Source: an optimization exercise on an open RTL-to-GDS flow (aim: small area). Production flows keep margins and buffers that such runs may drop.
The RTL was checked by simulation tests, not by an equivalence proof against the original design.
Power and IR drop assume default switching activity.

File: flow/standard.sh
#!/bin/bash
# synth_recipe.tcl (not shown) runs the flow's synth.tcl, then flattens the netlist and writes it again
# the make line also repeats each setting of config.mk as NAME=value (left out here)
make -C /OpenROAD-flow-scripts/flow DESIGN_CONFIG=/design/flow/config.mk WORK_HOME=/design/flow/orfs CLKGATE_MAP_FILE= SYNTH_SCRIPT=/design/flow/synth_recipe.tcl "${@:-finish}"
File: flow/flow/abc_s2.abc
strash
&get -n
&st
&dch -f
&nf -a -R 1000
&put
strash
&get -n
&st
&dch -f
&nf -a -R 1000
&put
File: flow/flow/check.ys
read_liberty -ignore_miss_func @LIB@
blackbox sky130_fd_sc_hd__df* sky130_fd_sc_hd__sdf* sky130_fd_sc_hd__edf* sky130_fd_sc_hd__sedf* sky130_fd_sc_hd__dl*
read_verilog @GOLD@
hierarchy -top top
flatten
delete t:$scopeinfo
opt_clean -purge
expose -evert t:sky130_fd_sc_hd__df*
rename top gold
design -stash gold_d
read_liberty -ignore_miss_func @LIB@
blackbox sky130_fd_sc_hd__df* sky130_fd_sc_hd__sdf* sky130_fd_sc_hd__edf* sky130_fd_sc_hd__sedf* sky130_fd_sc_hd__dl*
read_verilog @GATE@
hierarchy -top top
flatten
delete t:$scopeinfo
opt_clean -purge
expose -evert t:sky130_fd_sc_hd__df*
rename top gate
design -stash gate_d
design -copy-from gold_d -as gold gold
design -copy-from gate_d -as gate gate
miter -equiv -flatten -make_assert gold gate miter
hierarchy -top miter
sat -verify -prove-asserts -show-ports miter
File: flow/flow/abc_s5.abc
strash
dc2
&get -n
&st
&dch -f
&nf -a -R 1000
&put
File: flow/flow/remap.ys
# cell functions from the library; registers and tie cells stay black boxes
read_liberty -ignore_miss_func @LIB@
blackbox sky130_fd_sc_hd__df* sky130_fd_sc_hd__sdf* sky130_fd_sc_hd__edf* sky130_fd_sc_hd__sedf* sky130_fd_sc_hd__dl* sky130_fd_sc_hd__conb_1
read_verilog @IN@
hierarchy -top top
tee -o @STATIN@ stat -liberty @LIB@ top
flatten top
opt -purge top
abc -liberty @LIB@ -script @ABC@ @DONTUSE@
opt_clean -purge
hilomap -singleton -hicell sky130_fd_sc_hd__conb_1 HI -locell sky130_fd_sc_hd__conb_1 LO
splitnets
opt_clean -purge
tee -o @STAT@ stat -liberty @LIB@ top
select top
write_verilog -noattr -nohex -nodec -selected @OUT@
File: flow/flow/abc_s8.abc
strash
&get -n
&st
&dch
&nf -a -R 1000
&put
strash
&get -n
&st
&dch
&nf -a -R 1000
&put
strash
&get -n
&st
&dch
&nf -a -R 1000
&put
strash
&get -n
&st
&dch
&nf -a -R 1000
&put
strash
&get -n
&st
&dch
&nf -a -R 1000
&put
strash
&get -n
&st
&dch
&nf -a -R 1000
&put
strash
&get -n
&st
&dch
&nf -a -R 1000
&put
strash
&get -n
&st
&dch
&nf -a -R 1000
&put
strash
&get -n
&st
&dch
&nf -a -R 1000
&put
strash
&get -n
&st
&dch
&nf -a -R 1000
&put
File: flow/flow/abc_s1.abc
strash
&get -n
&st
&dch -f
&nf -a -R 1000
&put
File: flow/config.mk
export PLATFORM = sky130hd
export DESIGN_NAME = top
export DESIGN_NICKNAME = top
export VERILOG_FILES = /design/flow/design.v
export SDC_FILE = /design/flow/constraint.sdc
export NUM_CORES = 4
export LEC_CHECK = 0
export CAP_MARGIN = 20
export CORE_MARGIN = 2
export CORE_UTILIZATION = 70
export SLEW_MARGIN = 20
export SYNTH_HIERARCHICAL = 1
File: flow/flow/dont_use.txt
sky130_fd_sc_hd__probe_p_8
sky130_fd_sc_hd__probec_p_8
sky130_fd_sc_hd__lpflow_bleeder_1
sky130_fd_sc_hd__lpflow_clkbufkapwr_1
sky130_fd_sc_hd__lpflow_clkbufkapwr_16
sky130_fd_sc_hd__lpflow_clkbufkapwr_2
sky130_fd_sc_hd__lpflow_clkbufkapwr_4
sky130_fd_sc_hd__lpflow_clkbufkapwr_8
sky130_fd_sc_hd__lpflow_clkinvkapwr_1
sky130_fd_sc_hd__lpflow_clkinvkapwr_16
sky130_fd_sc_hd__lpflow_clkinvkapwr_2
sky130_fd_sc_hd__lpflow_clkinvkapwr_4
sky130_fd_sc_hd__lpflow_clkinvkapwr_8
sky130_fd_sc_hd__lpflow_decapkapwr_12
sky130_fd_sc_hd__lpflow_decapkapwr_3
sky130_fd_sc_hd__lpflow_decapkapwr_4
sky130_fd_sc_hd__lpflow_decapkapwr_6
sky130_fd_sc_hd__lpflow_decapkapwr_8
sky130_fd_sc_hd__lpflow_inputiso0n_1
sky130_fd_sc_hd__lpflow_inputiso0p_1
sky130_fd_sc_hd__lpflow_inputiso1n_1
sky130_fd_sc_hd__lpflow_inputiso1p_1
sky130_fd_sc_hd__lpflow_inputisolatch_1
sky130_fd_sc_hd__lpflow_isobufsrc_1
sky130_fd_sc_hd__lpflow_isobufsrc_16
sky130_fd_sc_hd__lpflow_isobufsrc_2
sky130_fd_sc_hd__lpflow_isobufsrc_4
sky130_fd_sc_hd__lpflow_isobufsrc_8
sky130_fd_sc_hd__lpflow_isobufsrckapwr_16
sky130_fd_sc_hd__lpflow_lsbuf_lh_hl_isowell_tap_1
sky130_fd_sc_hd__lpflow_lsbuf_lh_hl_isowell_tap_2
sky130_fd_sc_hd__lpflow_lsbuf_lh_hl_isowell_tap_4
sky130_fd_sc_hd__lpflow_lsbuf_lh_isowell_4
sky130_fd_sc_hd__lpflow_lsbuf_lh_isowell_tap_1
sky130_fd_sc_hd__lpflow_lsbuf_lh_isowell_tap_2
sky130_fd_sc_hd__lpflow_lsbuf_lh_isowell_tap_4
sky130_fd_sc_hd__fill_1
sky130_fd_sc_hd__fill_2
sky130_fd_sc_hd__fill_4
sky130_fd_sc_hd__fill_8
File: flow/design.v
module  counter60(
        input         [ 3: 0]   l                       ,
        input         [ 2: 0]   h                       ,
        input                   is24                    ,
        input                   inc                     ,
        input                   dec                     ,
        output  reg   [ 3: 0]   nl                      ,
        output  reg   [ 2: 0]   nh
);
wire    top24   =   is24 && h == 3'd2 && l == 4'd3;
wire    l9      =   l == 4'd9;
wire    l0      =   l == 4'd0;
wire    h0      =   h == 3'd0;
always @(*) begin
    if(inc)
        nl = (l9 || top24) ? 4'd0 : l + 1'b1;
    else if(dec)
        nl = !l0 ? l - 1'b1 : (is24 && h0) ? 4'd3 : 4'd9;
    else
        nl = l;
    if(inc && top24)
        nh = 3'd0;
    else if(inc && l9)
        nh = (!is24 && h == 3'd5) ? 3'd0 : h + 1'b1;
    else if(dec && l0)
        nh = !h0 ? h - 1'b1 : is24 ? 3'd2 : 3'd5;
    else
        nh = h;
end
endmodule
module  debounce(
        input                   clk                     ,
        input                   rst_n                   ,
        input                   key_in                  ,
        output  wire            key_prev
);
reg     [ 1: 0]                 key_r                           ;
reg     [11: 0]                 cnt                             ;
always  @(posedge clk or negedge rst_n)begin
    if(!rst_n)
        key_r   <=  2'd0;
    else
        key_r   <=  {key_r[0],key_in};
end
localparam  [11: 0]             INV     =   12'h555             ;
wire    [11: 0]                 s       =   cnt ^ INV           ;
wire    run     =   !key_r[1] && !((s & 12'h5ff) == 12'h05a);
always  @(posedge clk)begin
    if(run && rst_n)
        cnt     <=  {s[10:0], ~(s[0] ^ s[11])} ^ INV;
    else
        cnt     <=  INV;
end
assign  key_prev    =   (s & 12'h5ff) == 12'h1d6;   
endmodule
module  alarm(
        input                   clk                     ,
        input                   rst_n                   ,
        input                   k1                      , 
        input                   k2                      ,
        input                   k3                      ,
        input                   tick                    , 
        output  wire  [ 3: 0]   sec_l                   ,
        output  wire  [ 2: 0]   sec_h                   ,
        output  wire  [ 3: 0]   min_l                   ,
        output  wire  [ 2: 0]   min_h                   ,
        output  wire  [ 3: 0]   hour_l                  ,
        output  wire  [ 1: 0]   hour_h                  ,
        output  wire  [ 3: 0]   alarm_min_l             ,
        output  wire  [ 2: 0]   alarm_min_h             ,
        output  wire  [ 3: 0]   alarm_hour_l            ,
        output  wire  [ 1: 0]   alarm_hour_h            ,
        output  wire  [ 2: 0]   adjust                  ,
        output  wire  [ 3: 0]   n_min_l                 ,
        output  wire  [ 2: 0]   n_min_h                 ,
        output  wire  [ 3: 0]   n_hour_l                ,
        output  wire  [ 1: 0]   n_hour_h                ,
        output  wire  [ 3: 0]   n_alarm_min_l           ,
        output  wire  [ 2: 0]   n_alarm_min_h           ,
        output  wire  [ 3: 0]   n_alarm_hour_l          ,
        output  wire  [ 1: 0]   n_alarm_hour_h
);
wire    [ 3: 0]                 n_sec_l                         ;
wire    [ 2: 0]                 n_sec_h                         ;
wire    [ 2: 0]                 n_adjust                        ;
wire    mode0   =   !adjust[2] && !adjust[0];
wire    mode1   =    adjust[0] && !adjust[1];
wire    mode2   =    adjust[1] && !adjust[2];
wire    mode3   =    adjust[2] &&  adjust[0];
wire    mode4   =    adjust[1] && !adjust[0];
wire    mode5   =    adjust[2] && !adjust[1];
wire    sec59   =   sec_l == 4'd9 && sec_h == 3'd5;
wire    min59   =   min_l == 4'd9 && min_h == 3'd5;
wire    sel_s   =   mode1 || (mode0 && !sec59);
wire    sel_m   =   mode2 || (mode0 && sec59 && !min59);
wire    sel_h   =   mode3 || (mode0 && sec59 && min59);
wire    sel_am  =   mode4;
wire    sel_ah  =   mode5;
wire    clr_s   =   mode0 && tick && sec59;
wire    clr_m   =   mode0 && tick && sec59 && min59;
wire    [ 3: 0]                 f_l, nf_l                       ;
wire    [ 2: 0]                 f_h, nf_h                       ;
assign  f_l     =   {4{sel_s}} & sec_l | {4{sel_m}} & min_l | {4{sel_h}} & hour_l |
                    {4{sel_am}} & alarm_min_l | {4{sel_ah}} & alarm_hour_l;
assign  f_h     =   {3{sel_s}} & sec_h | {3{sel_m}} & min_h | {3{sel_h}} & {1'b0, hour_h} |
                    {3{sel_am}} & alarm_min_h | {3{sel_ah}} & {1'b0, alarm_hour_h};
counter60 cnt_inst (.l(f_l), .h(f_h), .is24(sel_h || sel_ah),
        .inc(mode0 ? tick : k2), .dec(!mode0 && k3),
        .nl(nf_l), .nh(nf_h));
assign  n_adjust        =   !k1 ? adjust : {adjust[1:0], ~adjust[2]};
assign  n_sec_l         =   sel_s ? nf_l : clr_s ? 4'd0 : sec_l;
assign  n_sec_h         =   sel_s ? nf_h : clr_s ? 3'd0 : sec_h;
assign  n_min_l         =   sel_m ? nf_l : clr_m ? 4'd0 : min_l;
assign  n_min_h         =   sel_m ? nf_h : clr_m ? 3'd0 : min_h;
assign  n_hour_l        =   sel_h ? nf_l : hour_l;
assign  n_hour_h        =   sel_h ? nf_h[1:0] : hour_h;
assign  n_alarm_min_l   =   sel_am ? nf_l : alarm_min_l;
assign  n_alarm_min_h   =   sel_am ? nf_h : alarm_min_h;
assign  n_alarm_hour_l  =   sel_ah ? nf_l : alarm_hour_l;
assign  n_alarm_hour_h  =   sel_ah ? nf_h[1:0] : alarm_hour_h;
reg     [ 3: 0]                 sec_l_n                         ;
assign  sec_l = ~sec_l_n;
reg     [ 2: 0]                 sec_h_n                         ;
assign  sec_h = ~sec_h_n;
reg     [ 3: 0]                 min_l_n                         ;
assign  min_l = ~min_l_n;
reg     [ 2: 0]                 min_h_n                         ;
assign  min_h = ~min_h_n;
reg     [ 3: 0]                 hour_l_n                        ;
assign  hour_l = ~hour_l_n;
reg     [ 1: 0]                 hour_h_n                        ;
assign  hour_h = ~hour_h_n;
reg     [ 3: 0]                 alarm_min_l_n                   ;
assign  alarm_min_l = ~alarm_min_l_n;
reg     [ 2: 0]                 alarm_min_h_n                   ;
assign  alarm_min_h = ~alarm_min_h_n;
reg     [ 3: 0]                 alarm_hour_l_n                  ;
assign  alarm_hour_l = ~alarm_hour_l_n;
reg     [ 1: 0]                 alarm_hour_h_n                  ;
assign  alarm_hour_h = ~alarm_hour_h_n;
reg     [ 2: 0]                 adjust_q                        ;
assign  adjust = adjust_q;
always @(posedge clk)begin
    if(!rst_n)begin
        sec_l_n <= {4{1'b1}};
        sec_h_n <= {3{1'b1}};
        min_l_n <= {4{1'b1}};
        min_h_n <= {3{1'b1}};
        hour_l_n <= {4{1'b1}};
        hour_h_n <= {2{1'b1}};
        alarm_min_l_n <= {4{1'b1}};
        alarm_min_h_n <= {3{1'b1}};
        alarm_hour_l_n <= {4{1'b1}};
        alarm_hour_h_n <= {2{1'b1}};
        adjust_q <= 3'd0;
    end
    else begin
        sec_l_n <= ~n_sec_l;
        sec_h_n <= ~n_sec_h;
        min_l_n <= ~n_min_l;
        min_h_n <= ~n_min_h;
        hour_l_n <= ~n_hour_l;
        hour_h_n <= ~n_hour_h;
        alarm_min_l_n <= ~n_alarm_min_l;
        alarm_min_h_n <= ~n_alarm_min_h;
        alarm_hour_l_n <= ~n_alarm_hour_l;
        alarm_hour_h_n <= ~n_alarm_hour_h;
        adjust_q <= n_adjust;
    end
end
endmodule
module  led(
        input                   clk                     ,
        input                   rst_n                   ,
        input                   alarm                   ,
        output  reg             led
);
reg     [ 8: 0]                 cnt                             ;
localparam  [ 8: 0]             INV     =   9'h0aa              ;
wire    [ 8: 0]                 s       =   cnt ^ INV           ;
wire    end_cnt =   s == 9'h043;
always @(posedge clk)begin
    if(!rst_n || (alarm && end_cnt))
        cnt <= INV;
    else if(alarm)
        cnt <= {s[7:0], ~(s[3] ^ s[8])} ^ INV;
end
always @(posedge clk or negedge rst_n)begin
    if(!rst_n)
        led <= 1'b0;
    else
        led <= alarm && (led ^ end_cnt);
end
endmodule
module  lcd(
        input                   clk                     ,
        input                   rst_n                   ,
        input         [ 3: 0]   sec_l                   ,
        input         [ 2: 0]   sec_h                   ,
        input         [ 3: 0]   min_l                   ,
        input         [ 2: 0]   min_h                   ,
        input         [ 3: 0]   hour_l                  ,
        input         [ 1: 0]   hour_h                  ,
        input         [ 3: 0]   alarm_min_l             ,
        input         [ 2: 0]   alarm_min_h             ,
        input         [ 3: 0]   alarm_hour_l            ,
        input         [ 1: 0]   alarm_hour_h            ,
        input         [ 2: 0]   adjust                  ,
        output  wire            tick                    , 
        output  wire            rs                      ,
        output  wire            rw                      ,
        output  wire            en                      ,
        output  wire            on                      ,
        output  reg   [ 7: 0]   data
);
reg     [ 4: 0]                 j                               ;
reg     [ 6: 0]                 c100                            ;
localparam  [ 6: 0]             CINV    =   7'h2a               ;
wire    [ 6: 0]                 cs      =   c100 ^ CINV         ;
reg                             scan                            ;
reg     [ 2: 0]                 q5                              ;
reg                             row                             ;
reg     [ 2: 0]                 grp                             ;
reg     [ 1: 0]                 sub                             ;
wire    t4      =   !j[4] &&  j[3];
wire    t9      =    j[4] && !j[3];
wire    t0      =   !j[4] && !j[0];
wire    adv     =   t0 && (cs & 7'h3f) == 7'h00;     
assign  tick    =   adv && q5 == 3'd4;
assign  en      =   j[4];
assign  on      =   1'b1;
assign  rw      =   1'b0;
always @(posedge clk or negedge rst_n)begin
    if(!rst_n)begin
        j       <=  5'd0;
        scan    <=  1'b1;
        q5      <=  3'd7;
    end
    else begin
        j       <=  {j[3:0], ~j[4]};
        if(adv)begin
            scan    <=  ~scan;
            q5      <=  q5[2] ? 3'd0 : q5 + 1'b1;
        end
    end
end
always @(posedge clk)begin
    if(!rst_n || (t9 && (cs & 7'h5f) == 7'h5b))    
        c100    <=  CINV;
    else if(t9)
        c100    <=  {cs[5:0], ~(cs[2] ^ cs[6])} ^ CINV;
end
wire    idle    =   grp == 3'd6 && sub == 2'd0;
wire    last    =   grp == 3'd5 && sub == 2'd1;
always @(posedge clk or negedge rst_n)begin
    if(!rst_n)begin
        row     <=  1'b0;
        grp     <=  3'd6;
        sub     <=  2'd0;
    end
    else if(t4 && (!idle || (cs & 7'h5d) == 7'h40))begin    
        if(last)begin
            row     <=  ~row;
            grp     <=  3'd0;
            sub     <=  2'd0;
        end
        else if(sub == 2'd2)begin
            grp     <=  grp + 1'b1;
            sub     <=  2'd0;
        end
        else
            sub     <=  sub + 1'b1;
    end
end
wire    cmd     =   (grp == 3'd0 && sub == 2'd0) || grp[2:1] == 2'b11;
assign  rs      =   !cmd;
wire    blank1  =   scan && adjust[0] && !adjust[1];
wire    blank2  =   scan && adjust[1] && !adjust[2];
wire    blank3  =   scan && adjust[2] &&  adjust[0];
wire    blank4  =   scan && adjust[1] && !adjust[0];
wire    blank5  =   scan && adjust[2] && !adjust[1];
reg     [ 3: 0]                 f_l                             ;
reg     [ 2: 0]                 f_h                             ;
reg                             f_on                            ;
always @(*)begin
    case({row, grp})
        4'b0_010:   begin f_l = alarm_hour_l; f_h = {1'b0, alarm_hour_h}; f_on = !blank5; end
        4'b0_011:   begin f_l = alarm_min_l;  f_h = alarm_min_h;          f_on = !blank4; end
        4'b1_010:   begin f_l = hour_l;       f_h = {1'b0, hour_h};       f_on = !blank3; end
        4'b1_011:   begin f_l = min_l;        f_h = min_h;                f_on = !blank2; end
        4'b1_100:   begin f_l = sec_l;        f_h = sec_h;                f_on = !blank1; end
        default:    begin f_l = 4'd0;         f_h = 3'd0;                 f_on = 1'b0;    end
    endcase
end
wire    dig     =   f_on && sub != 2'd0;
wire    [ 3: 0] v   =   !dig ? 4'd0 : (sub == 2'd1) ? {1'b0, f_h} : f_l;
reg     [ 7: 0]                 cdata                           ;
always @(*)begin
    case({row, grp, sub})
        6'b0_000_00:    cdata = 8'h80;
        6'b0_000_01:    cdata = "A";
        6'b0_000_10:    cdata = "l";
        6'b0_001_00:    cdata = "a";
        6'b0_001_01:    cdata = "r";
        6'b0_001_10:    cdata = "m";
        6'b0_010_00:    cdata = ":";
        6'b0_011_00:    cdata = "-";
        6'b0_110_00:    cdata = 8'h38;
        6'b0_110_01:    cdata = 8'h38;
        6'b0_110_10:    cdata = 8'h08;
        6'b0_111_00:    cdata = 8'h01;
        6'b0_111_01:    cdata = 8'h06;
        6'b0_111_10:    cdata = 8'h0c;
        6'b1_000_00:    cdata = 8'hc0;
        6'b1_000_01:    cdata = "C";
        6'b1_000_10:    cdata = "l";
        6'b1_001_00:    cdata = "o";
        6'b1_001_01:    cdata = "c";
        6'b1_001_10:    cdata = "k";
        6'b1_010_00:    cdata = ":";
        6'b1_011_00:    cdata = "-";
        6'b1_100_00:    cdata = "-";
        default:        cdata = " ";
    endcase
end
always @(*) data = cdata | {3'b000, dig, v};
endmodule
module  top(
        input                   clk                     ,
        input                   s_rst_n                 ,
        input                   key1                    ,
        input                   key2                    ,
        input                   key3                    ,
        output  wire            led                     ,
        output  wire            rs                      ,
        output  wire            rw                      ,
        output  wire            en                      ,
        output  wire            on                      ,
        output  wire  [ 7: 0]   data
);
reg     [ 1: 0]                 rst_r                           ;
wire                            rst_n                           ;
wire                            k1, k2, k3, tick                ;
wire    [ 3: 0]                 sec_l, min_l, hour_l, alarm_min_l, alarm_hour_l;
wire    [ 2: 0]                 sec_h, min_h, alarm_min_h       ;
wire    [ 1: 0]                 hour_h, alarm_hour_h            ;
wire    [ 3: 0]                 n_min_l, n_hour_l, n_alarm_min_l, n_alarm_hour_l;
wire    [ 2: 0]                 n_min_h, n_alarm_min_h          ;
wire    [ 1: 0]                 n_hour_h, n_alarm_hour_h        ;
wire    [ 2: 0]                 adjust                          ;
always  @(posedge clk or negedge s_rst_n)begin
    if(s_rst_n==1'b0)
        rst_r   <=  'd0;
    else
        rst_r   <=  {rst_r[0],1'b1};
end
assign  rst_n   =       rst_r[1];
debounce debounce_inst1 (.clk(clk), .rst_n(rst_n), .key_in(key1), .key_prev(k1));
debounce debounce_inst2 (.clk(clk), .rst_n(rst_n), .key_in(key2), .key_prev(k2));
debounce debounce_inst3 (.clk(clk), .rst_n(rst_n), .key_in(key3), .key_prev(k3));
alarm alarm_inst (
        .clk(clk), .rst_n(rst_n), .k1(k1), .k2(k2), .k3(k3), .tick(tick),
        .sec_l(sec_l), .sec_h(sec_h), .min_l(min_l), .min_h(min_h),
        .hour_l(hour_l), .hour_h(hour_h),
        .alarm_min_l(alarm_min_l), .alarm_min_h(alarm_min_h),
        .alarm_hour_l(alarm_hour_l), .alarm_hour_h(alarm_hour_h),
        .adjust(adjust),
        .n_min_l(n_min_l), .n_min_h(n_min_h), .n_hour_l(n_hour_l), .n_hour_h(n_hour_h),
        .n_alarm_min_l(n_alarm_min_l), .n_alarm_min_h(n_alarm_min_h),
        .n_alarm_hour_l(n_alarm_hour_l), .n_alarm_hour_h(n_alarm_hour_h));
led led_inst (
        .clk(clk), .rst_n(rst_n),
        .alarm(n_alarm_min_l == n_min_l && n_alarm_min_h == n_min_h &&
               n_alarm_hour_l == n_hour_l && n_alarm_hour_h == n_hour_h),
        .led(led));
lcd lcd_inst (
        .clk(clk), .rst_n(rst_n),
        .sec_l(sec_l), .sec_h(sec_h), .min_l(min_l), .min_h(min_h),
        .hour_l(hour_l), .hour_h(hour_h),
        .alarm_min_l(alarm_min_l), .alarm_min_h(alarm_min_h),
        .alarm_hour_l(alarm_hour_l), .alarm_hour_h(alarm_hour_h),
        .adjust(adjust), .tick(tick),
        .rs(rs), .rw(rw), .en(en), .on(on), .data(data));
endmodule
File: flow/flow/run.sh
#!/bin/bash
# Layout flow: the standard synthesis, then the combinational logic
# between the registers is mapped again with area-oriented ABC scripts
# (registers, their names and cell types are kept as synthesis made them;
# each new netlist must be fully mapped and is proved equivalent to the
# standard one, register pins taken as cut points; the smallest is used),
# then the standard layout from floorplan to finish.
# The re-mapping starts from the standard netlist and from a second run of
# the standard synthesis with ABC_AREA=1 (a different starting structure).
set -uo pipefail
R=orfs/results/sky130hd/top/base
LIB=$FLOW_HOME/platforms/sky130hd/lib/sky130_fd_sc_hd__tt_025C_1v80.lib
DONTUSE=$(sed 's/^/-dont_use /' flow/dont_use.txt | tr '\n' ' ')

# 0. a second starting point: the standard synthesis with ABC_AREA=1
if bash standard.sh ABC_AREA=1 synth > log_0_alt_synth.log 2>&1 && [[ -s $R/1_2_yosys.v ]]; then
  cp $R/1_2_yosys.v netlist_alt.v
fi
rm -rf orfs

# 1. standard synthesis
set -e
bash standard.sh synth > log_1_standard_synth.log 2>&1
cp $R/1_2_yosys.v netlist_standard.v
set +e

# 2. re-map the combinational logic
remap() {  # $1 source name, $2 abc script
  local src=$1 abc=$2 s
  s=${src}_$(basename $abc .abc)
  sed -e "s#@LIB@#$LIB#g" -e "s#@ABC@#$PWD/$abc#g" -e "s#@DONTUSE@#$DONTUSE#g" \
      -e "s#@IN@#netlist_$src.v#g" -e "s#@STATIN@#stat_$src.txt#g" \
      -e "s#@OUT@#netlist_$s.v#g" -e "s#@STAT@#stat_$s.txt#g" flow/remap.ys > remap_$s.ys
  timeout 900 yosys -l log_2_remap_$s.log -q remap_$s.ys > /dev/null 2>&1 || { echo "$s: remap failed" > choice_$s.txt; return; }
  [[ -s netlist_$s.v ]] || { echo "$s: no netlist" > choice_$s.txt; return; }
  if grep -q '\$_' stat_$s.txt; then echo "$s: not mapped" > choice_$s.txt; return; fi
  sed -e "s#@LIB@#$LIB#g" -e "s#@GOLD@#netlist_standard.v#g" -e "s#@GATE@#netlist_$s.v#g" flow/check.ys > check_$s.ys
  timeout 900 yosys -l log_2_check_$s.log -q check_$s.ys > /dev/null 2>&1 || { echo "$s: no proof of equivalence" > choice_$s.txt; return; }
  grep -q "SUCCESS" log_2_check_$s.log || { echo "$s: no proof" > choice_$s.txt; return; }
  echo "$s: area $(grep "Chip area" stat_$s.txt | awk '{print $NF}') equivalent" > choice_$s.txt
}
srcs=(standard); [[ -s netlist_alt.v ]] && srcs+=(alt)
n=0
for src in "${srcs[@]}"; do
  for abc in flow/abc_s*.abc; do
    remap $src $abc &
    n=$((n+1)); if (( n % ${NUM_CORES:-4} == 0 )); then wait; fi
  done
done
wait
cat choice_*.txt > log_2_choice.log
best=$(grep -E '^[a-z0-9_]+: area [0-9.]+ equivalent$' log_2_choice.log | sort -t' ' -k3 -g | head -1 | cut -d: -f1)
if [[ -n "$best" ]]; then
  echo "using $best" >> log_2_choice.log
  sleep 1
  cp netlist_$best.v $R/1_2_yosys.v
  touch $R/1_2_yosys.v
else
  echo "using the standard netlist" >> log_2_choice.log
fi

# 3. standard layout on the new netlist
# flow/make_args.txt: one more make variable per line for these steps
set -e
args=()
if [[ -f flow/make_args.txt ]]; then
  while IFS= read -r line; do [[ -n "$line" ]] && args+=("$line"); done < flow/make_args.txt
fi
bash standard.sh "${args[@]}" finish > log_3_standard_finish.log 2>&1
File: flow/flow/abc_s4.abc
strash
dc2
strash
&get -n
&st
&dch -f
&nf -a -R 1000
&put
strash
&get -n
&st
&dch -f
&nf -a -R 1000
&put
File: flow/flow/abc_s7.abc
strash
&get -n
&st
&dch -f
&nf -a -R 1000
&put
strash
&get -n
&st
&dch -f
&nf -a -R 1000
&put
strash
&get -n
&st
&dch -f
&nf -a -R 1000
&put
strash
&get -n
&st
&dch -f
&nf -a -R 1000
&put
strash
&get -n
&st
&dch -f
&nf -a -R 1000
&put
strash
&get -n
&st
&dch -f
&nf -a -R 1000
&put
strash
&get -n
&st
&dch -f
&nf -a -R 1000
&put
strash
&get -n
&st
&dch -f
&nf -a -R 1000
&put
strash
&get -n
&st
&dch -f
&nf -a -R 1000
&put
strash
&get -n
&st
&dch -f
&nf -a -R 1000
&put
strash
&get -n
&st
&dch -f
&nf -a -R 1000
&put
strash
&get -n
&st
&dch -f
&nf -a -R 1000
&put
strash
&get -n
&st
&dch -f
&nf -a -R 1000
&put
strash
&get -n
&st
&dch -f
&nf -a -R 1000
&put
strash
&get -n
&st
&dch -f
&nf -a -R 1000
&put
File: flow/flow/abc_s3.abc
strash
&get -n
&st
&dch -f
&nf -a -R 1000
&put
strash
&get -n
&st
&dch -f
&nf -a -R 1000
&put
strash
&get -n
&st
&dch -f
&nf -a -R 1000
&put
strash
&get -n
&st
&dch -f
&nf -a -R 1000
&put
strash
&get -n
&st
&dch -f
&nf -a -R 1000
&put
File: flow/flow/abc_s6.abc
strash
&get -n
&st
&dch -f
&nf -a -R 1000
&put
strash
&get -n
&st
&dch -f
&nf -a -R 1000
&put
strash
&get -n
&st
&dch -f
&nf -a -R 1000
&put
strash
&get -n
&st
&dch -f
&nf -a -R 1000
&put
strash
&get -n
&st
&dch -f
&nf -a -R 1000
&put
strash
&get -n
&st
&dch -f
&nf -a -R 1000
&put
strash
&get -n
&st
&dch -f
&nf -a -R 1000
&put
strash
&get -n
&st
&dch -f
&nf -a -R 1000
&put
strash
&get -n
&st
&dch -f
&nf -a -R 1000
&put
strash
&get -n
&st
&dch -f
&nf -a -R 1000
&put
File: flow/flow/make_args.txt
BUFFER_PORTS_ARGS=-buffer_cell sky130_fd_sc_hd__buf_1
CTS_ARGS=-sink_clustering_enable -repair_clock_nets -dont_use_dummy_load
File: flow/constraint.sdc
create_clock -name core_clock -period 20.0 [get_ports {clk}]
set_input_delay 4.0000 -clock core_clock [delete_from_list [all_inputs] [get_ports {clk}]]
set_output_delay 4.0000 -clock core_clock [all_outputs]
set_load 0.01 [all_outputs]
==> impl_results.md, run 1 <==
- Status: complete, no violations
- Die Footprint: 0.00766 mm2
- Hold slack: 342 ps
- Crit path kind: reg -> out
- Reg2reg path depth: 19
- Clk buf depth: 2
- ANT cells: 0
- CP Buf/Inv Count: 2
- RSZ-0062 raised after global routing: false
- Largest net degree at the start of global routing: 69
- Htree depth: 3
- Syn Nets: 583
- Period minus WS final: 6850 ps
- Post-Syn Area per Cell: 8.45 um2
- Synth Instances: 578
- WP data required: 16000 ps
- HP Class: reg -> reg
- Setup WS pre-CTS: 13600 ps
- Starting Density: 72.3%
- Slew Limit Fails: 0
- Die height: 87.5 um
- Cells on Worst Hold Path: 0
- Fillers: 498
- Peak supply drop: 51.7 uV
- CTS resizes: 0
- Cell area after synthesis: 0.00488 mm2
- Avg Vias per Cell: 6.45
- CP max stage cell: dfrtp_1
- Worst slew pin tran: 944 ps
- CP top delay family: simple AND/OR/NAND/NOR gates
- Yosys warns: 12
- Met2 Wirelength: 5290 um
- Met1 WL: 4990 um
- R2r endpoint: led_inst.cnt[0]
- Row count: 30
- IO Port Bufs: 15
- Highest Clock Rate: 146 MHz
- Final setup TNS: 0 ps
- CP most frequent cell: o21ai_0
- Worst r2r src: alarm_inst.adjust_q[2]
- Startpoint types: flip-flop
- Worst-path cell chain: clkinv_1 -> nand2_1 -> or2_0 -> a31oi_1 -> nor3_1 -> nor2_1 -> o21ai_0 -> o21ai_0 -> buf_1
- Worst path max stage delay: 500 ps
- Final Net Count: 613
- Final setup vio count: 0
- Arr. time, crit path: 2850 ps
- Worst setup EP type: primary output
- Top Metal Used: met4
- DRC: 0
- Final Cycle Share: 34.2%
- Worst skew pair latency: 370 ps
- Die Wd: 87.5 um
- Post-CTS setup buffer count: 0
- Drt pass-1 iters: 7
- Remaining global-route overflow: 0
- Initial DRC Count: 461
- Routed wire length: 11400 um
- Clk root buf: clkbuf_8
- Leakage power: 1.94 nW
- Layout cells sized above 1: 3.30%
- Number of antenna violations at the first check in global routing: 0
- Vias in the first global route: 3975
- Worst slew margin relative to its limit: 36.4%
- Worst Path Max Fanout: 10
- Post-detailed-route count of antenna-violating nets: 0
- Max-cap viol count: 0
- # IOs: 18
- Setup Skew: 28.1 ps
- Hold Crit Start: lcd_inst.j[2]
- CTS tree: built
- DR WL met3: 804 um
- CTS Sinks: 112
- R2R Setup Slk: 14400 ps
- Synthesis-to-finish area growth: 6.38%
- Tot GR Track Use: 31.0%
- Pwr/cell area: 66.3 mW/mm2
- Final hold vios: 0
- Gpl congestion: 0.902
- Worst Hold Path EP: lcd_inst.j[3]
- Detailed-route via count: 4428
- Final setup margin: 13150 ps
- Clock slew at reported path FFs: 90 ps
- Core Area: 0.00676 mm2
- Final HPWL from detailed placement: 8070 um
- CTS Buf Count: 9
- Hold Buf Count CTS: 0
- First-pass GRT wire length: 18600 um
- Avg WL per Cell: 16.6 um
cells in the final DEF, fill, tap and decap left out, types with 5 or more instances in the layout:
cell / count
clkbuf_8: 9
nor3_1: 19
nand2b_1: 11
dfrtp_1: 17
nand3_1: 15
dfstp_2: 6
o22ai_1: 23
o211ai_1: 14
xnor2_1: 14
buf_1: 15
nand2_1: 99
dfxtp_1: 88
a22oi_1: 7
clkinv_1: 17
a31oi_1: 5
o21ai_0: 42
nand4_1: 5
a21oi_1: 37
nor2_1: 70
o221ai_1: 9
nor2b_1: 12
xor2_1: 13
worst register-to-register path, delay by kind of cell, from the launching register on:
family	cells	cell delay [ps]
compound gates	6	1580
xor+xnor	1	110
buf+inv	1	270
flops	1	490
simple gates	11	3060
state kept, by name, summed over array words and instances, names as in the netlist, 5 cells and up:
name and flops:
debounce_inst1.cnt 12, debounce_inst2.cnt 12, debounce_inst3.cnt 12, led_inst.cnt 9, lcd_inst.c100 7, lcd_inst.j 5
final cells by class:
type	count	area (um2)	share of cell area, %
multi-input combinational	449	2450	47.2
clock buffer	9	124	2.38
sequential	112	2370	45.6
tap	80	100	1.93
timing repair buffer	19	86.3	1.66
inverter	17	63.8	1.23
through the flow:
step / cell area [um2] / utilization (%) / cells / power (mW)
finish: 5190 / 76.9 / 686 / 0.344
global route: 5190 / 76.9 / 686 / 0.354
CTS: 5190 / 76.9 / 686 / 0.346
detailed placement: 5070 / 75.1 / 677 / 0.243
global placement: 5070 / 75.1 / 677 / 0.242
floorplan: 4880 / - / 578 / 0.240
where the power goes:
part	internal (mW)	switching (mW)	leakage [nW]
Sequential	0.228	0.00248	0.987
Clock	0.0406	0.0654	0.0647
Combinational	0.00258	0.00548	0.886
Total	0.271	0.0734	1.94
per-layer routing:
layer / global-route usage, % / vias to the layer above
li1: - / 2121
met1: 42.6 / 2058
met2: 49.5 / 206
met3: 5.40 / 43
met4: 11.5 / 0
met5: 0 / -
worst max path at each step:
stage	slack (ps)	end	startpoint	depth (start not counted)
final	13150	data[1]	lcd_inst.grp[0]	9
after CTS	13210	data[2]	lcd_inst.grp[0]	9
after global routing	12900	data[2]	lcd_inst.grp[0]	9
after global placement	13700	data[1]	lcd_inst.grp[0]	9
after floorplan	14120	data[0]	lcd_inst.grp[1]	6
after detailed placement	13600	data[1]	lcd_inst.grp[0]	9
==> run 2: changes to the inputs <==
--- a/flow/flow/run.sh
+++ b/flow/flow/run.sh
@@ -6,7 +6,8 @@
 # standard one, register pins taken as cut points; the smallest is used),
 # then the standard layout from floorplan to finish.
 # The re-mapping starts from the standard netlist and from a second run of
-# the standard synthesis with ABC_AREA=1 (a different starting structure).
+# the standard synthesis with ABC_AREA=1 (a different starting structure),
+# then starts again from the three smallest results.
 set -uo pipefail
 R=orfs/results/sky130hd/top/base
 LIB=$FLOW_HOME/platforms/sky130hd/lib/sky130_fd_sc_hd__tt_025C_1v80.lib
@@ -39,17 +40,26 @@
   grep -q "SUCCESS" log_2_check_$s.log || { echo "$s: no proof" > choice_$s.txt; return; }
   echo "$s: area $(grep "Chip area" stat_$s.txt | awk '{print $NF}') equivalent" > choice_$s.txt
 }
+run_round() {  # remap each given netlist with each script, at most NUM_CORES at once
+  local n=0 src abc
+  for src in "$@"; do
+    for abc in flow/abc_s*.abc; do
+      remap $src $abc &
+      n=$((n+1)); if (( n % ${NUM_CORES:-4} == 0 )); then wait; fi
+    done
+  done
+  wait
+}
+ranked() {  # proved netlists, smallest first
+  cat choice_*.txt | grep -E '^[a-z0-9_]+: area [0-9.]+ equivalent$' | sort -t' ' -k3 -g | cut -d: -f1
+}
+# round 1: from the standard netlist (and the ABC_AREA=1 one)
 srcs=(standard); [[ -s netlist_alt.v ]] && srcs+=(alt)
-n=0
-for src in "${srcs[@]}"; do
-  for abc in flow/abc_s*.abc; do
-    remap $src $abc &
-    n=$((n+1)); if (( n % ${NUM_CORES:-4} == 0 )); then wait; fi
-  done
-done
-wait
+run_round "${srcs[@]}"
+# round 2: once more from the three smallest of round 1
+run_round $(ranked | head -3)
 cat choice_*.txt > log_2_choice.log
-best=$(grep -E '^[a-z0-9_]+: area [0-9.]+ equivalent$' log_2_choice.log | sort -t' ' -k3 -g | head -1 | cut -d: -f1)
+best=$(ranked | head -1)
 if [[ -n "$best" ]]; then
   echo "using $best" >> log_2_choice.log
   sleep 1
==> run 2 against run 1 <==
- total power shrank 0.31%
- wire length shrank 1.1%
- sequential power is essentially flat
- final area shrank 1.1%
- critical endpoint unchanged
- largest cell class unchanged
- largest power group unchanged
- highest routed layer unchanged
==> impl_results.md, run 2 <==
- Core Area: 0.00672 mm2 (was 0.00676 mm2)
- Clk root buf: clkbuf_8 (unchanged)
- Starting Density: 71.8% (was 72.3%)
- Initial DRC Count: 478 (was 461)
- Setup Skew: 43.2 ps (was 28.1 ps)
- # IOs: 18 (unchanged)
- Final setup vio count: 0 (unchanged)
- Avg WL per Cell: 16.6 um (about the same)
- Syn Nets: 577 (was 583)
- Clk buf depth: 2 (unchanged)
- Worst r2r src: alarm_inst.min_h_n[1] (was alarm_inst.adjust_q[2])
- Arr. time, crit path: 2660 ps (was 2850 ps)
- Detailed-route via count: 4367 (was 4428)
- Worst-path cell chain: nor2b_1 -> nand2_1 -> a31oi_1 -> nor3_1 -> nand2_1 -> nand2_1 -> or3_1 -> nand3_1 -> buf_1 (was clkinv_1 -> nand2_1 -> or2_0 -> a31oi_1 -> nor3_1 -> nor2_1 -> o21ai_0 -> o21ai_0 -> buf_1)
- Final HPWL from detailed placement: 8070 um (about the same)
- Post-Syn Area per Cell: 8.44 um2 (was 8.45 um2)
- R2R Setup Slk: 13630 ps (was 14400 ps)
- CP most frequent cell: nand2_1 (was o21ai_0)
- Startpoint types: flip-flop (unchanged)
- HP Class: reg -> reg (unchanged)
- Final hold vios: 0 (unchanged)
- Slew Limit Fails: 0 (unchanged)
- Routed wire length: 11300 um (was 11400 um)
- Cell area after synthesis: 0.00483 mm2 (was 0.00488 mm2)
- DRC: 0 (unchanged)
- Worst slew margin relative to its limit: 40.7% (was 36.4%)
- Worst skew pair latency: 380 ps (was 370 ps)
- Remaining global-route overflow: 0 (unchanged)
- Top Registers: debounce_inst1.cnt (12), debounce_inst2.cnt (12), debounce_inst3.cnt (12) (unchanged)
- Post-detailed-route count of antenna-violating nets: 0 (unchanged)
- Synthesis-to-finish area growth: 6.46% (was 6.38%)
- Cells on Worst Hold Path: 0 (unchanged)
- CTS Buf Count: 9 (unchanged)
- Die Footprint: 0.00757 mm2 (was 0.00766 mm2)
- Most frequent cells in the layout: dfxtp_1 (88), nand2_1 (86), nor2_1 (81) (was nand2_1 (99), dfxtp_1 (88), nor2_1 (70))
- Post-CTS setup buffer count: 0 (unchanged)
- Status: complete, no violations (unchanged)
- Final Cycle Share: 33.3% (was 34.2%)
- Row count: 30 (unchanged)
- Pwr/cell area: 66.8 mW/mm2 (was 66.3 mW/mm2)
- Largest net degree at the start of global routing: 69 (unchanged)
- Yosys warns: 12 (unchanged)
- Final setup margin: 13340 ps (was 13150 ps)
- Worst setup EP type: primary output (unchanged)
- Number of antenna violations at the first check in global routing: 0 (unchanged)
- CTS tree: built (unchanged)
- Peak supply drop: 82.7 uV (was 51.7 uV)
- Final Net Count: 607 (was 613)
- Hold Buf Count CTS: 0 (unchanged)
- Worst slew pin tran: 880 ps (was 944 ps)
- Worst path max stage delay: 700 ps (was 500 ps)
- Avg Vias per Cell: 6.42 (was 6.45)
- R2r endpoint: led_inst.cnt[0] (unchanged)
- Layout cells sized above 1: 3.33% (was 3.30%)
- Die height: 87.0 um (was 87.5 um)
- Worst Path Max Fanout: 17 (was 10)
- Clock slew at reported path FFs: 120 ps (was 90 ps)
- Most common library cell in the layout ignoring fill and taps: dfxtp_1 (was nand2_1)
- Hold Crit Start: debounce_inst2.key_r[0] (was lcd_inst.j[2])
- RSZ-0062 raised after global routing: false (unchanged)
- Htree depth: 3 (unchanged)
- Vias in the first global route: 4034 (was 3975)
- CTS Sinks: 112 (unchanged)
- IO Port Bufs: 15 (unchanged)
- Synth Instances: 572 (was 578)
- CTS resizes: 0 (unchanged)
- Period minus WS final: 6660 ps (was 6850 ps)
- CP max stage cell: dfstp_2 (was dfrtp_1)
- ANT cells: 0 (unchanged)
- Final setup TNS: 0 ps (unchanged)
- Highest Clock Rate: 150 MHz (was 146 MHz)
- Setup WS pre-CTS: 13770 ps (was 13600 ps)
- Crit path kind: reg -> out (unchanged)
- Leakage power: 1.88 nW (was 1.94 nW)
- Gpl congestion: 0.956 (was 0.902)
- Drt pass-1 iters: 6 (was 7)
- Tot GR Track Use: 31.3% (was 31.0%)
- Die Wd: 87.0 um (was 87.5 um)
- First-pass GRT wire length: 18900 um (was 18600 um)
- Reg2reg path depth: 17 (was 19)
- Fillers: 512 (was 498)
- Worst Hold Path EP: debounce_inst2.key_r[1] (was lcd_inst.j[3])
- Max-cap viol count: 0 (unchanged)
- WP data required: 16000 ps (about the same)
## run 2: worst max path at each step
stage	slack, ps	to	depth (start not counted)	start
after floorplan	14090	data[1]	8	lcd_inst.grp[2]
after global placement	13820	data[1]	9	lcd_inst.grp[2]
after detailed placement	13770	data[1]	9	lcd_inst.grp[1]
after CTS	13380	data[1]	9	lcd_inst.grp[1]
after global routing	13100	led_inst.cnt[0]	17	alarm_inst.min_h_n[1]
final	13340	data[1]	9	lcd_inst.grp[1]
## run 2: stage by stage
| stage | cells | hold WS, ps | cell area, um2 | util, % | total power [mW] |
|---|---|---|---|---|---|
| detailed placement | 671 | 338 | 5010 | 74.6 | 0.244 |
| CTS | 680 | 337 | 5140 | 76.5 | 0.344 |
| global placement | 671 | 334 | 5010 | 74.6 | 0.243 |
| global route | 680 | 338 | 5140 | 76.5 | 0.352 |
| floorplan | 572 | 331 | 4830 | - | 0.241 |
| finish | 680 | 326 | 5140 | 76.5 | 0.343 |
## run 2: area by class of cell
cell class	count	area, um2	area share (%)
sequential	112	2370	46.2
timing repair buffer	19	86.3	1.68
multi-input combinational	447	2410	46.9
inverter	13	48.8	0.950
clock buffer	9	124	2.41
tap	80	100	1.95
## run 2: critical path, delay by kind of cell, from the launching register on
| kind | cells | cell delay, ps |
|---|---|---|
| buffers and inverters | 1 | 150 |
| and+or+nand+nor | 7 | 1240 |
| AOI/OAI and AO/OA | 1 | 210 |
| DFF | 1 | 700 |
## run 2: power breakdown
part	total, mW	internal [mW]	switching (mW)	leakage (nW)
registers	0.231	0.228	0.00280	0.987
clock network	0.104	0.0406	0.0639	0.0647
logic	0.00812	0.00276	0.00536	0.832
total	0.343	0.271	0.0720	1.88
## run 2: metal layers
layer / wire (um) / track usage, %
met1: 4840 / 42.9
met2: 5230 / 49.3
met3: 942 / 7.58
met4: 287 / 9.38
met5: 0 / 0
==> run 3: changes to the inputs <==
--- a/flow/design.v
+++ b/flow/design.v
@@ -222,6 +222,7 @@
 reg                             row                             ;
 reg     [ 2: 0]                 grp                             ;
 reg     [ 1: 0]                 sub                             ;
+localparam  [ 1: 0]             SB0 = 2'b00, SB1 = 2'b01, SB2 = 2'b10;
 wire    t4      =   !j[4] &&  j[3];
 wire    t9      =    j[4] && !j[3];
 wire    t0      =   !j[4] && !j[0];
@@ -250,29 +251,29 @@
     else if(t9)
         c100    <=  {cs[5:0], ~(cs[2] ^ cs[6])} ^ CINV;
 end
-wire    idle    =   grp == 3'd6 && sub == 2'd0;
-wire    last    =   grp == 3'd5 && sub == 2'd1;
+wire    idle    =   grp == 3'd6 && sub == SB0;
+wire    last    =   grp == 3'd5 && sub == SB1;
 always @(posedge clk or negedge rst_n)begin
     if(!rst_n)begin
         row     <=  1'b0;
         grp     <=  3'd6;
-        sub     <=  2'd0;
+        sub     <=  SB0;
     end
     else if(t4 && (!idle || (cs & 7'h5d) == 7'h40))begin    
         if(last)begin
             row     <=  ~row;
             grp     <=  3'd0;
-            sub     <=  2'd0;
+            sub     <=  SB0;
         end
-        else if(sub == 2'd2)begin
+        else if(sub == SB2)begin
             grp     <=  grp + 1'b1;
-            sub     <=  2'd0;
+            sub     <=  SB0;
         end
         else
-            sub     <=  sub + 1'b1;
+            sub     <=  (sub == SB0) ? SB1 : SB2;
     end
 end
-wire    cmd     =   (grp == 3'd0 && sub == 2'd0) || grp[2:1] == 2'b11;
+wire    cmd     =   (grp == 3'd0 && sub == SB0) || grp[2:1] == 2'b11;
 assign  rs      =   !cmd;
 wire    blank1  =   scan && adjust[0] && !adjust[1];
 wire    blank2  =   scan && adjust[1] && !adjust[2];
@@ -292,34 +293,34 @@
         default:    begin f_l = 4'd0;         f_h = 3'd0;                 f_on = 1'b0;    end
     endcase
 end
-wire    dig     =   f_on && sub != 2'd0;
-wire    [ 3: 0] v   =   !dig ? 4'd0 : (sub == 2'd1) ? {1'b0, f_h} : f_l;
+wire    dig     =   f_on && sub != SB0;
+wire    [ 3: 0] v   =   !dig ? 4'd0 : (sub == SB1) ? {1'b0, f_h} : f_l;
 reg     [ 7: 0]                 cdata                           ;
 always @(*)begin
     case({row, grp, sub})
-        6'b0_000_00:    cdata = 8'h80;
-        6'b0_000_01:    cdata = "A";
-        6'b0_000_10:    cdata = "l";
-        6'b0_001_00:    cdata = "a";
-        6'b0_001_01:    cdata = "r";
-        6'b0_001_10:    cdata = "m";
-        6'b0_010_00:    cdata = ":";
-        6'b0_011_00:    cdata = "-";
-        6'b0_110_00:    cdata = 8'h38;
-        6'b0_110_01:    cdata = 8'h38;
-        6'b0_110_10:    cdata = 8'h08;
-        6'b0_111_00:    cdata = 8'h01;
-        6'b0_111_01:    cdata = 8'h06;
-        6'b0_111_10:    cdata = 8'h0c;
-        6'b1_000_00:    cdata = 8'hc0;
-        6'b1_000_01:    cdata = "C";
-        6'b1_000_10:    cdata = "l";
-        6'b1_001_00:    cdata = "o";
-        6'b1_001_01:    cdata = "c";
-        6'b1_001_10:    cdata = "k";
-        6'b1_010_00:    cdata = ":";
-        6'b1_011_00:    cdata = "-";
-        6'b1_100_00:    cdata = "-";
+        {1'b0, 3'b000, SB0}:    cdata = 8'h80;
+        {1'b0, 3'b000, SB1}:    cdata = "A";
+        {1'b0, 3'b000, SB2}:    cdata = "l";
+        {1'b0, 3'b001, SB0}:    cdata = "a";
+        {1'b0, 3'b001, SB1}:    cdata = "r";
+        {1'b0, 3'b001, SB2}:    cdata = "m";
+        {1'b0, 3'b010, SB0}:    cdata = ":";
+        {1'b0, 3'b011, SB0}:    cdata = "-";
+        {1'b0, 3'b110, SB0}:    cdata = 8'h38;
+        {1'b0, 3'b110, SB1}:    cdata = 8'h38;
+        {1'b0, 3'b110, SB2}:    cdata = 8'h08;
+        {1'b0, 3'b111, SB0}:    cdata = 8'h01;
+        {1'b0, 3'b111, SB1}:    cdata = 8'h06;
+        {1'b0, 3'b111, SB2}:    cdata = 8'h0c;
+        {1'b1, 3'b000, SB0}:    cdata = 8'hc0;
+        {1'b1, 3'b000, SB1}:    cdata = "C";
+        {1'b1, 3'b000, SB2}:    cdata = "l";
+        {1'b1, 3'b001, SB0}:    cdata = "o";
+        {1'b1, 3'b001, SB1}:    cdata = "c";
+        {1'b1, 3'b001, SB2}:    cdata = "k";
+        {1'b1, 3'b010, SB0}:    cdata = ":";
+        {1'b1, 3'b011, SB0}:    cdata = "-";
+        {1'b1, 3'b100, SB0}:    cdata = "-";
         default:        cdata = " ";
     endcase
 end
==> run 3 against run 2 <==
- critical path depth down 1
- cell count down 0.15%
- largest cell class unchanged
- combinational power down 5.5%
- clock skew up 2.0 ps
- worst hold slack worse by 2.0 ps
- final area down 0.32%
- utilization down 0.24 points
- area after synthesis down 0.49%
==> impl_results.md, run 3 <==
- Status: complete, no violations (unchanged)
- Row count: 30 (unchanged)
- Worst setup EP type: primary output (unchanged)
- Post-Syn Area per Cell: 8.42 um2 (was 8.44 um2)
- WP data required: 16000 ps (about the same)
- Htree depth: 3 (unchanged)
- Die Wd: 86.8 um (was 87.0 um)
- Avg WL per Cell: 16.9 um (was 16.6 um)
- Clk root buf: clkbuf_8 (unchanged)
- Startpoint types: flip-flop (unchanged)
- Cell area after synthesis: 0.00480 mm2 (was 0.00483 mm2)
- Met1 usage: 42.8% (was 42.9%)
- CTS Sinks: 112 (unchanged)
- DRC: 0 (unchanged)
- CTS resizes: 0 (unchanged)
- Hold Buf Count CTS: 0 (unchanged)
- ANT cells: 0 (unchanged)
- First-pass GRT wire length: 18700 um (was 18900 um)
- Max-cap viol count: 0 (unchanged)
- Initial DRC Count: 423 (was 478)
- Remaining global-route overflow: 0 (unchanged)
- Most common library cell in the layout ignoring fill and taps: dfxtp_1 (unchanged)
- Highest Clock Rate: 144 MHz (was 150 MHz)
- Met3 Resource Use GR: 7.90% (was 7.58%)
- Crit path from: lcd_inst.grp[0] (was lcd_inst.grp[1])
- Final setup vio count: 0 (unchanged)
- GR peak layer: met2 (unchanged)
- Period minus WS final: 6960 ps (was 6660 ps)
- Die height: 86.8 um (was 87.0 um)
- Detailed-route via count: 4355 (was 4367)
- Core Area: 0.00672 mm2 (unchanged)
- HP Class: reg -> reg (unchanged)
- Arr. time, crit path: 2960 ps (was 2660 ps)
- Number of antenna violations at the first check in global routing: 0 (unchanged)
- Syn Nets: 575 (was 577)
- Tot GR Track Use: 31.6% (was 31.3%)
- Leakage power: 1.87 nW (was 1.88 nW)
- Clock slew at reported path FFs: 120 ps (about the same)
- Synth Instances: 570 (was 572)
- Vias in the first global route: 3935 (was 4034)
- Final Net Count: 606 (was 607)
- Hold Crit Start: debounce_inst3.key_r[0] (was debounce_inst2.key_r[0])
- Top Registers: debounce_inst1.cnt (12), debounce_inst2.cnt (12), debounce_inst3.cnt (12) (unchanged)
- Most frequent cells in the layout: dfxtp_1 (88), nor2_1 (86), nand2_1 (84) (was dfxtp_1 (88), nand2_1 (86), nor2_1 (81))
- Routed wire length: 11500 um (was 11300 um)
- Worst slew pin tran: 986 ps (was 880 ps)
- Slew Limit Fails: 0 (unchanged)
- Starting Density: 71.5% (was 71.8%)
- Drt pass-1 iters: 7 (was 6)
- Post-CTS setup buffer count: 0 (unchanged)
- CTS tree: built (unchanged)
- Avg Vias per Cell: 6.41 (was 6.42)
- Synthesis-to-finish area growth: 6.64% (was 6.46%)
- IO Port Bufs: 15 (unchanged)
- Fin cells: 679 (was 680)
- Yosys warns: 12 (unchanged)
- RSZ-0062 raised after global routing: false (unchanged)
- Die Footprint: 0.00754 mm2 (was 0.00757 mm2)
- CTS Buf Count: 9 (unchanged)
- Gpl congestion: 0.945 (was 0.956)
- Worst skew pair latency: 390 ps (was 380 ps)
- Post-detailed-route count of antenna-violating nets: 0 (unchanged)
- Layout cells sized above 1: 3.51% (was 3.33%)
- Worst slew margin relative to its limit: 33.6% (was 40.7%)
- # IOs: 18 (unchanged)
- Pwr/cell area: 67.7 mW/mm2 (was 66.8 mW/mm2)
- Largest net degree at the start of global routing: 70 (was 69)
- Final HPWL from detailed placement: 8200 um (was 8070 um)
- Final Cycle Share: 34.8% (was 33.3%)
- Setup Skew: 45.2 ps (was 43.2 ps)
- DP Cell Count: 670 (was 671)
- Final setup TNS: 0 ps (unchanged)
- Worst Path Max Fanout: 19 (was 17)
- Peak supply drop: 58.4 uV (was 82.7 uV)
- Met2 Usage GRT: 48.9% (was 49.3%)
- Crit path kind: reg -> out (unchanged)
- Worst r2r src: alarm_inst.min_h_n[2] (was alarm_inst.min_h_n[1])
- Final hold vios: 0 (unchanged)
- Clk buf depth: 2 (unchanged)
-- run 3: worst paths after layout --
kind	end	slack, ps	cells past startpoint
worst min-delay path	debounce_inst3.key_r[1]	320	0
worst max-delay path	data[0]	13040	8
min in group asynchronous	debounce_inst3.key_r[1]	420	1
worst max register to register	led_inst.cnt[6]	13700	20
worst min register to register	debounce_inst3.key_r[1]	320	0
max in group asynchronous	rst_r[1]	16450	1
-- run 3: critical path, cell delays in order (launching register included) --
cell and delay (ps):
dfrtp_1 680, nor2b_1 170, nand2_1 260, a31oi_1 70
or4_1 550, nand2_1 150, nor3_1 70, or4_1 510
buf_1 140
-- run 3: final cells by class --
| cell class | count | area (um2) |
|---|---|---|
| clock buffers | 9 | 124 |
| fillers | 506 | 1600 |
| inverters | 11 | 41.3 |
| multi-input cells | 447 | 2390 |
| flip-flops and latches | 112 | 2370 |
| well taps | 80 | 100 |
| repair buffers | 20 | 93.8 |
-- run 3: through the flow --
step | hold slack, ps | cell area (um2) | setup WS (ps) | utilization (%) | total power [mW]
detailed placement | 346 | 5000 | 13450 | 74.4 | 0.243
global placement | 334 | 5000 | 13510 | 74.4 | 0.242
global route | 336 | 5120 | 12830 | 76.2 | 0.355
floorplan | 331 | 4800 | 13760 | - | 0.240
finish | 324 | 5120 | 13040 | 76.2 | 0.346
CTS | 331 | 5120 | 13080 | 76.2 | 0.347
-- run 3: per-layer routing --
layer	up-vias	share of wire, %
met2	186	46
met5	-	0
met1	2024	44
met3	30	7.5
met4	0	2.6
li1	2115	-
-- run 3: report_power, final --
| part | internal [mW] | leakage [nW] | total [mW] | switching [mW] |
|---|---|---|---|---|
| clock | 0.0406 | 0.0647 | 0.108 | 0.0676 |
| combinational | 0.00247 | 0.821 | 0.00767 | 0.00519 |
| sequential | 0.228 | 0.987 | 0.231 | 0.00268 |
| total | 0.271 | 1.87 | 0.346 | 0.0755 |

## what the ideal ports hide
No port has a modelled driver above. Below, the same layouts with a new extraction and two added sets of constraints.
Step 1: set_driving_cell puts a clkbuf_16 on clk and a buf_2 on each other input, an assumption about the parent block.
Step 2 adds t to the input delays and takes it off the output delays; t is the mean of the earliest and latest rising clock arrival at the registers after step 1. Input paths then give back, and output paths get back, about the clock's delay inside the block.
a / b / c = ideal / step 1 / step 2; a / b = the first two.
run	shift t [ns]	setup slack, ns	worst hold slack (ns)	worst slew at a driven data input, ns
run 1	0.391	13.152 / 13.119 / 13.510	0.342 / 0.342 / 0.342	0.04
run 2	0.390	13.342 / 13.311 / 13.633	0.326 / 0.326 / 0.326	0.03
run 3	0.400	13.043 / 13.010 / 13.410	0.324 / 0.324 / 0.324	0.05
After both steps every run listed still meets setup and hold.
